This design comes from an exercise in tuning for small area, a short achievable clock period and few clock cycles on the open sky130 flow, not from production work. RTL that was checked went through simulation tests only; none was proved equivalent to the original. Power is estimated from default activity; no workload was simulated.

// registers
module registers (
	input				axi_clk,
	input		[11:0]	h2f_axi_awid,
	input		[29:0]	h2f_axi_awaddr,
	input				h2f_axi_awvalid,
	output	reg			h2f_axi_awready,
	input		[31:0]	h2f_axi_wdata,
	input		[3:0]	h2f_axi_wstrb,
	input				h2f_axi_wlast,
	input				h2f_axi_wvalid,
	output	reg			h2f_axi_wready,
	output		[11:0]	h2f_axi_bid,
	output		[1:0]	h2f_axi_bresp,
	output	reg			h2f_axi_bvalid,
	input				h2f_axi_bready,
	input		[11:0]	h2f_axi_arid,
	input		[29:0]	h2f_axi_araddr,
	input		[3:0]	h2f_axi_arlen,
	input				h2f_axi_arvalid,
	output	reg			h2f_axi_arready,
	output		[11:0]	h2f_axi_rid,
	output	reg	[31:0]	h2f_axi_rdata,
	output		[1:0]	h2f_axi_rresp,
	output	reg			h2f_axi_rlast,
	output	reg			h2f_axi_rvalid,
	input				h2f_axi_rready,
	input		[31:0]	reg_fpga_rev,
	input				reg_sw1_4,
	input				reg_sw1_3,
	input				reg_sw1_2,
	input				reg_sw1_1,
	output	reg			reg_jp3_4,
	output	reg			reg_jp3_3,
	output	reg			reg_jp3_2,
	output	reg			reg_jp3_1,
	output	reg			reg_led_8,
	output	reg			reg_led_7,
	output	reg			reg_led_6,
	input				reg_led_5,
	output	reg	[20:1]	reg_jp5,
	output	reg	[6:1]	reg_jp4_rxn,
	output	reg	[6:1]	reg_jp4_rxp,
	output	reg	[6:1]	reg_jp4_txn,
	output	reg	[6:1]	reg_jp4_txp,
	input				axi_rst
);
For scale: roughly 690 cells after synthesis, ~130 flip-flops, ~290 I/O pins, ~6100 sq um of cells after synthesis.
export LEC_CHECK = 0
export ABC_AREA = 1
export CAP_MARGIN = 20
export CORE_AREA = 10 10 150 150
export CTS_BUF_LIST = sky130_fd_sc_hd__clkbuf_8
export CTS_CLUSTER_SIZE = 40
export DIE_AREA = 0 0 160 160
export PLACE_DENSITY = 0.5
export SETUP_SLACK_MARGIN = 2.2
export SLEW_MARGIN = 20
export TNS_END_PERCENT = 20
create_clock -name core_clock -period 4.0 [get_ports {axi_clk}]
standard.sh (not shown) runs the stock make flow with config.mk's settings and CLKGATE_MAP_FILE= SYNTH_SCRIPT=/design/flow/synth_recipe.tcl, a recipe that flattens the netlist after the stock synthesis.
==> flow/flow/run.sh <==
#!/bin/bash
set -euo pipefail
bash standard.sh 'BUFFER_PORTS_ARGS=-buffer_cell sky130_fd_sc_hd__buf_1' \
  'CTS_ARGS=-sink_clustering_enable -repair_clock_nets -buf_list sky130_fd_sc_hd__clkbuf_8 -sink_clustering_size 40 -dont_use_dummy_load' \
  finish > make.log 2>&1
The baseline completed with no timing, DRC or antenna violations.
Testbench counts at the start, summed over its fixed seeds: cycles 12,061.
Change:
--- a/flow/design.v
+++ b/flow/design.v
@@ -55,17 +55,16 @@
 	reg				wbuf;		 
 	reg				wapply;		 
 	reg				bpend;		 
 	reg				eng;		 
 	reg				eng_new;	 
 	reg		[4:0]	addr;		 
 	reg		[3:0]	aux;		 
 	reg		[11:0]	xid;		 
-	reg		[3:0]	esel;		 
 	wire aw_hs = h2f_axi_awvalid & h2f_axi_awready;
 	wire w_hs  = h2f_axi_wvalid  & h2f_axi_wready;
 	wire ar_hs = h2f_axi_arvalid & h2f_axi_arready;
 	wire hs_id = aw_hs | ar_hs;
 	wire [11:0] id_in = dir ? h2f_axi_arid : h2f_axi_awid;
 	wire [3:0] hstb = {h2f_axi_rdata[31], h2f_axi_rdata[30], h2f_axi_rdata[23], h2f_axi_rdata[22]};
 	wire [31:0] wcap = {h2f_axi_wstrb[3], h2f_axi_wstrb[2], h2f_axi_wdata[29:24],
 	                    h2f_axi_wstrb[1], h2f_axi_wstrb[0], h2f_axi_wdata[21:0]};
@@ -80,18 +79,20 @@
 	wire wapply_n = wk | hb;
 	wire bpend_n  = (bpend | bgen) & ~ob_free;
 	wire bvalid_n = bgen | bpend | (h2f_axi_bvalid & ~h2f_axi_bready);
 	wire out_free = ~h2f_axi_rvalid | h2f_axi_rready;
 	wire rload    = (ar_hs | eng) & out_free;		 
 	wire [3:0] rrem = eng ? aux : h2f_axi_arlen;
 	wire [4:0] ra = h2f_axi_araddr[6:2];
 	wire [3:0] adec = {ra == 5'd3, ra == 5'd2, ra == 5'd1, ra == 5'd0};
-	wire [3:0] sel = eng ? esel : adec;
 	wire [4:0] addr1 = addr + 5'd1;
+	wire [4:0] ea = eng_new ? addr : addr1;		 
+	wire [3:0] edec = {ea == 5'd3, ea == 5'd2, ea == 5'd1, ea == 5'd0};
+	wire [3:0] sel = eng ? edec : adec;
 	wire rfirst   = ar_hs | eng_new;
 	wire eng_n    = rload ? (rrem != 4'd0) : (eng | ar_hs);
 	wire eng_new_n = ~rload & (eng_new | ar_hs);
 	wire rvalid_n = rload | (h2f_axi_rvalid & ~h2f_axi_rready);
 	wire [31:0] w1 = {12'b0, reg_sw1_4, reg_sw1_3, reg_sw1_2, reg_sw1_1, 4'b0,
 	                  reg_jp3_4, reg_jp3_3, reg_jp3_2, reg_jp3_1, 4'b0,
 	                  reg_led_8, reg_led_7, reg_led_6, reg_led_5};
 	wire [31:0] w2 = {12'b0, reg_jp5};
@@ -148,20 +149,16 @@
 		if (aw_hs)
 			addr <= h2f_axi_awaddr[6:2];
 		else if (w_hs & ~wfirst & wact)
 			addr <= addr1;
 		else if (ar_hs)
 			addr <= ra;
 		else if (rload & ~eng_new)
 			addr <= addr1;
-		if (ar_hs)
-			esel <= out_free ? {adec[2:0], ra == 5'd31} : adec;
-		else if (rload)
-			esel <= {esel[2:0], eng_new ? addr == 5'd31 : addr == 5'd30};
 		if (lone_w)
 			aux[0] <= h2f_axi_wlast;
 		else if (dir)
 			aux <= rload ? rrem - 4'd1 : rrem;
 		if (hs_id)
 			xid <= id_in;
 		if ((bgen | bpend) & ob_free | rload & rfirst)
 			oid <= hs_id ? id_in : xid;
Effect: The new run produced a clean layout. Routed wire length is higher by 1.2%. Clock-buffer cell count is unchanged. Via count is higher by 1.3%. Setup slack got worse by 0.14 ns. Global-route usage stays flat. Non-clock buffer count is higher by 20. Final area is higher by 6.7%. Cell count is higher by 6.7%. Clock skew stays flat. Total power is lower by 1.1%.
Only the layout flow was run in the second run of this note; the RTL was not checked for function there.

==> re-timing with driven ports <==
In the flow no input, the clock included, has a driving cell. The finished layouts below were timed again as built, in two steps. Step 1, drivers: a clkbuf_16 drives axi_clk and a buf_2 each remaining input, both assumed. Step 2 times the ports against the registers' clock, not the clock port: input delays grow and output delays shrink by t, the midpoint of the rising clock arrivals with the driver on. Three values: ideal ports, drivers, drivers and shift; two values: the first two.
| run | t (ns) | slack for setup (ns) | worst register clock-pin slew, ns |
|---|---|---|---|
| the first run | 0.459 | 2.167 / 2.128 / 1.736 | 0.08 / 0.08 |
| the second run | 0.471 | 2.029 / 2.029 / 1.677 | 0.09 / 0.09 |
After both steps every run listed still meets setup and hold. For the first run, which loses most, drivers alone change the setup slack by -0.039 ns; drivers and shift together by -0.431 ns.
